This is an optimization exercise on Yosys and OpenROAD, whose aim is small area and a short achievable clock period, not a production implementation.
At most, simulation tests tie the RTL to the original design; equivalence was not proved.
Power and IR drop assume default switching activity.

## float_add
module float_add(clk, rst, i_cip, i_vstart, i_vector_length, i_sj, i_sk,
                 i_v0, i_v1, i_v2, i_v3, i_v4, i_v5, i_v6, i_v7,
                 o_busy, o_result, err);
Size in the first run: about 4500 cells after synthesis, about 33000 um^2 of cells after synthesis.
Settings: LEC_CHECK=0, CAP_MARGIN=20, CORE_MARGIN=2, CORE_UTILIZATION=40, SETUP_SLACK_MARGIN=3.4, SLEW_MARGIN=20, SYNTH_HIERARCHICAL=1; clock period 6.0 ns.
standard.sh (not shown) runs the stock make flow with config.mk's settings and CLKGATE_MAP_FILE= SYNTH_SCRIPT=/design/flow/synth_recipe.tcl, a recipe that flattens the netlist after the stock synthesis.
==> flow/flow/run.sh <==
#!/bin/bash
# The standard layout (standard.sh: ORFS from synthesis to the final
# layout) with two changes:
#  - synthesis is the standard flow's own script (synth_recipe.tcl) except that Yosys's
#    abc pass runs delay-targeted ABC scripts from flow/ (see
#    flow/abc_proc.tcl) in place of ORFS's default ABC script, and that
#    ADDER_MAP_FILE is empty, so ORFS does not extract full and half
#    adder cells before abc and abc maps all the logic itself. Neither
#    touches the registers, so they are the standard synthesis's.
#  - the port buffers that ORFS inserts at placement are buf_1 cells.
#    Every input and output port still gets its own buffer.
# ORFS keeps each step's log in orfs/logs; make's output goes to
# standard.log here.
set -euo pipefail
here=$PWD
export BUFFER_PORTS_ARGS="-buffer_cell sky130_fd_sc_hd__buf_1"
export FLOW_ABC_DIR=$here/flow
export ADDER_MAP_FILE=
cat flow/abc_proc.tcl synth_recipe.tcl > flow_synth.tcl
sed "s#SYNTH_SCRIPT=[^ ]*#SYNTH_SCRIPT=$here/flow_synth.tcl#" standard.sh > flow_standard.sh
grep -q "SYNTH_SCRIPT=$here/flow_synth.tcl" flow_standard.sh
bash flow_standard.sh > standard.log 2>&1
==> flow/flow/abc_d1200.script <==
strash
dch -f
map -D 1200
topo
stime -c
buffer -c
upsize -c -D 1200
dnsize -c -D 1200
==> flow/flow/abc_d400.script <==
strash
dch -f
map -D 400
topo
stime -c
buffer -c
upsize -c -D 400
dnsize -c -D 400
==> flow/flow/abc_d500.script <==
strash
dch -f
map -D 500
topo
stime -c
buffer -c
upsize -c -D 500
dnsize -c -D 500
==> flow/flow/abc_proc.tcl <==
# abc as the standard flow's synthesis calls it, but with ABC scripts of our own, each
# a delay-targeted mapping (dch + map -D) carrying its own target, so no
# -D: the operand select with 400 ps, the exponent select and compare with 500 ps,
# then everything else with 1200 ps. abc maps only the combinational
# logic; the registers are left as the standard flow's synthesis made them.
proc abc {args} {
  set i [lsearch -exact $args -script]
  if {$i >= 0} { set args [lreplace $args $i [expr {$i + 1}]] }
  set j [lsearch -exact $args -D]
  if {$j >= 0} { set args [lreplace $args $j [expr {$j + 1}]] }
  set d $::env(FLOW_ABC_DIR)
  yosys abc -script $d/abc_d400.script {*}$args fadd_sel
  yosys abc -script $d/abc_d500.script {*}$args fadd_exp
  yosys abc -script $d/abc_d1200.script {*}$args
}
The starting point completed without violations.
Next try:
--- a/flow/design.v
+++ b/flow/design.v
@@ -49,56 +49,61 @@
     input  wire [63:0] i_v3;
     input  wire [63:0] i_v4;
     input  wire [63:0] i_v5;
     input  wire [63:0] i_v6;
     input  wire [63:0] i_v7;
     output reg  [63:0] o_result;
     output wire        o_busy;
     output wire        err;
     reg [6:0] reservation_time;
     reg       busy_q;
     reg       sel_s;
     reg [7:0] sel_j, sel_k;
+    reg       nsel_s;
+    reg [7:0] nsel_j, nsel_k;
     wire [6:0] rt_next = rst ? 7'h7f :
                          i_vstart ? i_vector_length :
                          (reservation_time != 7'h7f) ? reservation_time - 7'd1 :
                          reservation_time;
     wire       scalar_next = &rt_next;
     wire [7:0] j_dec = 8'd1 << i_cip[5:3];
     wire [7:0] k_dec = 8'd1 << i_cip[2:0];
     always @(posedge clk) begin
         reservation_time <= rt_next;
         busy_q <= ~rt_next[6] | (rt_next[5:0] == 6'd0);
         sel_s  <= scalar_next;
         sel_j  <= scalar_next ? 8'd0 : i_vstart ? j_dec : sel_j;
         sel_k  <= scalar_next ? 8'd0 : i_vstart ? k_dec : sel_k;
+        nsel_s <= ~scalar_next;
+        nsel_j <= scalar_next ? 8'hff : i_vstart ? ~j_dec : nsel_j;
+        nsel_k <= scalar_next ? 8'hff : i_vstart ? ~k_dec : nsel_k;
     end
     assign o_busy = busy_q;
     wire [48:0] a, b;
     fadd_sel u_sel_a(.s(sel_s), .v(sel_j),
                      .xs({i_sj[63], i_sj[47:0]}), .x0({i_v0[63], i_v0[47:0]}),
                      .x1({i_v1[63], i_v1[47:0]}), .x2({i_v2[63], i_v2[47:0]}),
                      .x3({i_v3[63], i_v3[47:0]}), .x4({i_v4[63], i_v4[47:0]}),
                      .x5({i_v5[63], i_v5[47:0]}), .x6({i_v6[63], i_v6[47:0]}),
                      .x7({i_v7[63], i_v7[47:0]}), .y(a));
     fadd_sel u_sel_b(.s(sel_s), .v(sel_k),
                      .xs({i_sk[63], i_sk[47:0]}), .x0({i_v0[63], i_v0[47:0]}),
                      .x1({i_v1[63], i_v1[47:0]}), .x2({i_v2[63], i_v2[47:0]}),
                      .x3({i_v3[63], i_v3[47:0]}), .x4({i_v4[63], i_v4[47:0]}),
                      .x5({i_v5[63], i_v5[47:0]}), .x6({i_v6[63], i_v6[47:0]}),
                      .x7({i_v7[63], i_v7[47:0]}), .y(b));
     wire [14:0] ea, eb;
     wire        jgt, far_ab, far_ba;
     wire [5:0]  dab, dba;
-    fadd_exp u_exp(.s(sel_s), .vj(sel_j), .vk(sel_k),
+    fadd_exp u_exp(.ns(nsel_s), .nvj(nsel_j), .nvk(nsel_k),
                    .xj(i_sj[62:48]), .xk(i_sk[62:48]),
                    .x0(i_v0[62:48]), .x1(i_v1[62:48]), .x2(i_v2[62:48]), .x3(i_v3[62:48]),
                    .x4(i_v4[62:48]), .x5(i_v5[62:48]), .x6(i_v6[62:48]), .x7(i_v7[62:48]),
                    .ea(ea), .eb(eb), .jgt(jgt), .far_ab(far_ab), .far_ba(far_ba),
                    .dab(dab), .dba(dba));
     wire        is_add = (i_cip[15:9] == 7'b0110010);
     wire        sub = a[48] ^ b[48] ^ ~is_add;
     reg [47:0] ca1, cb1;
     reg [14:0] ea1, eb1;
     reg [5:0]  dab1, dba1;
     reg        jgt1, sa1, sub1, far_ab1, far_ba1;
     always @(posedge clk) begin
@@ -178,29 +183,32 @@
         o_result <= {sg5, zero5 ? 15'd0 : e5 - {9'd0, lz5}, n5[48:1]};
 endmodule
 module fadd_sel(s, v, xs, x0, x1, x2, x3, x4, x5, x6, x7, y);
     input  wire        s;
     input  wire [7:0]  v;
     input  wire [48:0] xs, x0, x1, x2, x3, x4, x5, x6, x7;
     output wire [48:0] y;
     assign y = ({49{s}}    & xs) |
                ({49{v[0]}} & x0) | ({49{v[1]}} & x1) | ({49{v[2]}} & x2) |
                ({49{v[3]}} & x3) | ({49{v[4]}} & x4) | ({49{v[5]}} & x5) |
                ({49{v[6]}} & x6) | ({49{v[7]}} & x7);
 endmodule
-module fadd_exp(s, vj, vk, xj, xk, x0, x1, x2, x3, x4, x5, x6, x7,
+module fadd_exp(ns, nvj, nvk, xj, xk, x0, x1, x2, x3, x4, x5, x6, x7,
                 ea, eb, jgt, far_ab, far_ba, dab, dba);
-    input  wire        s;
-    input  wire [7:0]  vj, vk;
+    input  wire        ns;
+    input  wire [7:0]  nvj, nvk;
     input  wire [14:0] xj, xk, x0, x1, x2, x3, x4, x5, x6, x7;
+    wire        s  = ~ns;
+    wire [7:0]  vj = ~nvj;
+    wire [7:0]  vk = ~nvk;
     output wire [14:0] ea, eb;
     output wire        jgt, far_ab, far_ba;
     output wire [5:0]  dab, dba;
     assign ea = ({15{s}}     & xj) |
                 ({15{vj[0]}} & x0) | ({15{vj[1]}} & x1) | ({15{vj[2]}} & x2) |
                 ({15{vj[3]}} & x3) | ({15{vj[4]}} & x4) | ({15{vj[5]}} & x5) |
                 ({15{vj[6]}} & x6) | ({15{vj[7]}} & x7);
     assign eb = ({15{s}}     & xk) |
                 ({15{vk[0]}} & x0) | ({15{vk[1]}} & x1) | ({15{vk[2]}} & x2) |
                 ({15{vk[3]}} & x3) | ({15{vk[4]}} & x4) | ({15{vk[5]}} & x5) |
                 ({15{vk[6]}} & x6) | ({15{vk[7]}} & x7);
     function carry16;
Effect:
- setup slack degrades by 0.026 ns
- register-to-register slack degrades by 0.03 ns
- final area grows by 3.4%
- clock skew shrinks by 0.022 ns
- non-clock buffer count grows by 21
- synthesized cell count grows by 2.2%
- flip-flop and latch count grows by 17
- count of clock-buffer cells in the layout shrinks by 5
- final cell count grows by 2.1%
- combinational power shrinks by about 9%
- routed wire length grows by 7.7%
- sequential share of layout area barely changes
- utilization grows by 0.69 points
- die area grows by 2.0%
No functional check of the RTL was part of the second run of this note.

* * *

float_add, a different RTL version from the one above (not shown whole).
For scale: about 4500 cells after synthesis, ~33000 um^2 of cells after synthesis.
==> module float_add, before the edit <==
module float_add(clk, rst, i_cip, i_vstart, i_vector_length, i_sj, i_sk,
                 i_v0, i_v1, i_v2, i_v3, i_v4, i_v5, i_v6, i_v7,
                 o_busy, o_result, err);
    input  wire        clk;
    input  wire        rst;
    input  wire [15:0] i_cip;
    input  wire        i_vstart;
    input  wire [6:0]  i_vector_length;
    input  wire [63:0] i_sj;
    input  wire [63:0] i_sk;
    input  wire [63:0] i_v0;
    input  wire [63:0] i_v1;
    input  wire [63:0] i_v2;
    input  wire [63:0] i_v3;
    input  wire [63:0] i_v4;
    input  wire [63:0] i_v5;
    input  wire [63:0] i_v6;
    input  wire [63:0] i_v7;
    output reg  [63:0] o_result;
    output wire        o_busy;
    output wire        err;
    reg [6:0] reservation_time;
    reg       busy_q;
    reg       sel_s;
    reg [7:0] sel_j, sel_k;
    wire [6:0] rt_next = rst ? 7'h7f :
                         i_vstart ? i_vector_length :
                         (reservation_time != 7'h7f) ? reservation_time - 7'd1 :
                         reservation_time;
    wire       scalar_next = &rt_next;
    wire [7:0] j_dec = 8'd1 << i_cip[5:3];
    wire [7:0] k_dec = 8'd1 << i_cip[2:0];
    always @(posedge clk) begin
        reservation_time <= rt_next;
        busy_q <= ~rt_next[6] | (rt_next[5:0] == 6'd0);
        sel_s  <= scalar_next;
        sel_j  <= scalar_next ? 8'd0 : i_vstart ? j_dec : sel_j;
        sel_k  <= scalar_next ? 8'd0 : i_vstart ? k_dec : sel_k;
    end
    assign o_busy = busy_q;
    wire [48:0] a, b;
    fadd_sel u_sel_a(.s(sel_s), .v(sel_j),
                     .xs({i_sj[63], i_sj[47:0]}), .x0({i_v0[63], i_v0[47:0]}),
                     .x1({i_v1[63], i_v1[47:0]}), .x2({i_v2[63], i_v2[47:0]}),
                     .x3({i_v3[63], i_v3[47:0]}), .x4({i_v4[63], i_v4[47:0]}),
                     .x5({i_v5[63], i_v5[47:0]}), .x6({i_v6[63], i_v6[47:0]}),
                     .x7({i_v7[63], i_v7[47:0]}), .y(a));
    fadd_sel u_sel_b(.s(sel_s), .v(sel_k),
                     .xs({i_sk[63], i_sk[47:0]}), .x0({i_v0[63], i_v0[47:0]}),
                     .x1({i_v1[63], i_v1[47:0]}), .x2({i_v2[63], i_v2[47:0]}),
                     .x3({i_v3[63], i_v3[47:0]}), .x4({i_v4[63], i_v4[47:0]}),
                     .x5({i_v5[63], i_v5[47:0]}), .x6({i_v6[63], i_v6[47:0]}),
                     .x7({i_v7[63], i_v7[47:0]}), .y(b));
    wire [14:0] ea, eb;
    wire        jgt, far_ab, far_ba;
    wire [5:0]  dab, dba;
    fadd_exp u_exp(.s(sel_s), .vj(sel_j), .vk(sel_k),
                   .xj(i_sj[62:48]), .xk(i_sk[62:48]),
                   .x0(i_v0[62:48]), .x1(i_v1[62:48]), .x2(i_v2[62:48]), .x3(i_v3[62:48]),
                   .x4(i_v4[62:48]), .x5(i_v5[62:48]), .x6(i_v6[62:48]), .x7(i_v7[62:48]),
                   .ea(ea), .eb(eb), .jgt(jgt), .far_ab(far_ab), .far_ba(far_ba),
                   .dab(dab), .dba(dba));
    wire        is_add = (i_cip[15:9] == 7'b0110010);
    wire        sub = a[48] ^ b[48] ^ ~is_add;
    reg [47:0] ca1, cb1;
    reg [14:0] ea1, eb1;
    reg [5:0]  dab1, dba1;
    reg        jgt1, sa1, sub1, far_ab1, far_ba1;
    always @(posedge clk) begin
        ca1   <= a[47:0];
        cb1   <= b[47:0];
        ea1   <= ea;
        eb1   <= eb;
        dab1  <= dab;
        dba1  <= dba;
        jgt1  <= jgt;
        sa1   <= a[48];
        sub1  <= sub;
        far_ab1 <= far_ab;
        far_ba1 <= far_ba;
    end
    assign err = far_ab1 | far_ba1;
    wire [47:0] cbx = cb1 ^ {48{sub1}};
    wire [47:0] xa  = jgt1 ? ca1 : cbx;
    wire [47:0] y1  = jgt1 ? cbx : ca1;
    wire [5:0]  sh1 = jgt1 ? dab1 : dba1;
    wire        fill1 = sub1 & jgt1;
    wire [47:0] t5 = sh1[5] ? {{32{fill1}}, y1[47:32]}  : y1;
    wire [47:0] t4 = sh1[4] ? {{16{fill1}}, t5[47:16]} : t5;
    wire [47:0] t3 = sh1[3] ? {{8{fill1}},  t4[47:8]}  : t4;
    wire [47:0] t2 = sh1[2] ? {{4{fill1}},  t3[47:4]}  : t3;
    wire [47:0] t1 = sh1[1] ? {{2{fill1}},  t2[47:2]}  : t2;
    wire [47:0] yb = sh1[0] ? {fill1,       t1[47:1]}  : t1;
    reg [47:0] x2, y2;
    reg [14:0] e2;
    reg        sa2, sub2;
    always @(posedge clk) begin
        x2   <= xa;
        y2   <= yb;
        e2   <= (jgt1 ? ea1 : eb1) + 15'd1;
        sa2  <= sa1;
        sub2 <= sub1;
    end
    wire [47:0] s2;
    wire        c2;
    fadd_add48 u_add(.x(x2), .y(y2), .s(s2), .co(c2));
    reg [47:0] s3;
    reg        c3, sub3, sa3;
    reg [14:0] e3;
    always @(posedge clk) begin
        s3   <= s2;
        c3   <= c2;
        sub3 <= sub2;
        sa3  <= sa2;
        e3   <= e2;
    end
    wire [47:0] ones;       
    fadd_ones48 u_ones(.d(s3), .o(ones));
    wire [48:0] m3 = {~sub3 & c3, s3 ^ ({48{sub3}} & (ones | {48{~c3}}))};
    reg [48:0] m4;
    reg        sg4;
    reg [14:0] e4;
    always @(posedge clk) begin
        m4  <= m3;
        sg4 <= sa3 ^ (sub3 & ~c3);
        e4  <= e3;
    end
    wire [5:0] lz;
    wire       nz;
    float_add_lz u_lz(.d({m4, 15'h7fff}), .z(lz), .v(nz));
    reg [48:0] m5;
    reg [5:0]  lz5;
    reg        zero5, sg5;
    reg [14:0] e5;
    always @(posedge clk) begin
        m5    <= m4;
        lz5   <= lz;
        zero5 <= ~|m4;
        sg5   <= sg4;
        e5    <= e4;
    end
    wire [48:0] n5 = m5 << lz5;
    always @(posedge clk)
        o_result <= {sg5, zero5 ? 15'd0 : e5 - {9'd0, lz5}, n5[48:1]};
endmodule
export LEC_CHECK = 0
export CAP_MARGIN = 20
export CORE_MARGIN = 2
export CORE_UTILIZATION = 40
export CTS_CLUSTER_DIAMETER = 80
export CTS_CLUSTER_SIZE = 30
export SETUP_SLACK_MARGIN = 3.5
export SLEW_MARGIN = 20
export SYNTH_HIERARCHICAL = 1
create_clock -name core_clock -period 6.0 [get_ports {clk}]
Scripts as last shown in full above: flow/flow/run.sh, flow/flow/abc_d1200.script, flow/flow/abc_d400.script, flow/flow/abc_d500.script, flow/flow/abc_proc.tcl
Then changed:
--- a/flow/design.v
+++ b/flow/design.v
@@ -100,27 +100,26 @@
     reg [47:0] ca1, cb1;
     reg [14:0] ea1, eb1;
     reg [5:0]  dab1, dba1;
     reg        jgt1, sa1, sub1, far_ab1, far_ba1;
     always @(posedge clk) begin
         ca1   <= a[47:0];
-        cb1   <= b[47:0];
+        cb1   <= b[47:0] ^ {48{sub}};
         ea1   <= ea;
         eb1   <= eb;
         dab1  <= dab;
         dba1  <= dba;
         jgt1  <= jgt;
         sa1   <= a[48];
         sub1  <= sub;
         far_ab1 <= far_ab;
         far_ba1 <= far_ba;
     end
     assign err = far_ab1 | far_ba1;
-    wire [47:0] cbx = cb1 ^ {48{sub1}};
-    wire [47:0] xa  = jgt1 ? ca1 : cbx;
-    wire [47:0] y1  = jgt1 ? cbx : ca1;
+    wire [47:0] xa  = jgt1 ? ca1 : cb1;
+    wire [47:0] y1  = jgt1 ? cb1 : ca1;
     wire [5:0]  sh1 = jgt1 ? dab1 : dba1;
     wire        fill1 = sub1 & jgt1;
     wire [47:0] t5 = sh1[5] ? {{32{fill1}}, y1[47:32]}  : y1;
     wire [47:0] t4 = sh1[4] ? {{16{fill1}}, t5[47:16]} : t5;
     wire [47:0] t3 = sh1[3] ? {{8{fill1}},  t4[47:8]}  : t4;
     wire [47:0] t2 = sh1[2] ? {{4{fill1}},  t3[47:4]}  : t3;
Sequential power rose by about 2%.
Sequential share of layout area barely changes.
Flip-flop and latch count stays the same.
Clock-buffer cell count falls by 1.
Hold slack gets better by 7.9 ps.
Via count goes down by 1.9%.
Maximum frequency is higher by 1.2%.
Worst setup slack improves by 29 ps.
Global-route usage came out lower by 2.0 points.
Utilization is about the same.
First-iteration DRC count goes down by 6.6%.
Power decreases by 2.4%.
Function not checked in the first run of this note: the RTL went through the layout flow alone.

==> separate check: timing with driven ports <==
How much do the figures lean on ideal ports? The routed layouts below were timed once more, with nothing changed but the port constraints.
Step 1 (the two cells are an assumption about what drives the block):
set clk [get_ports {clk}]
set_driving_cell -lib_cell sky130_fd_sc_hd__clkbuf_16 $clk
set_driving_cell -lib_cell sky130_fd_sc_hd__buf_2 [delete_from_list [all_inputs] $clk]
Step 2 also shifts input and output timing later by t, the mid clock arrival at the registers, as if the neighbouring blocks saw the same clock.
Three values: ideal ports, drivers, drivers and shift; two values: the first two.
run | t (ns) | setup WS [ns] | clock arrival spread, ns | slew at the worst register clock pin (ns)
the first run of note 1 | 0.708 | 3.429 / 3.364 / 2.819 | 0.042 / 0.041 | 0.07 / 0.07
the second run of note 1 | 0.710 | 3.403 / 3.402 / 2.793 | 0.019 / 0.019 | 0.07 / 0.07
the first run of note 2 | 0.657 | 3.488 / 3.411 / 2.846 | 0.051 / 0.051 | 0.11 / 0.11
the second run of note 2 | 0.653 | 3.517 / 3.470 / 2.914 | 0.046 / 0.045 | 0.11 / 0.11
After both steps every run listed still meets setup and hold. The setup slack of the first run of note 2, which loses most, moves by -0.077 ns with the drivers and by -0.642 ns with both steps.
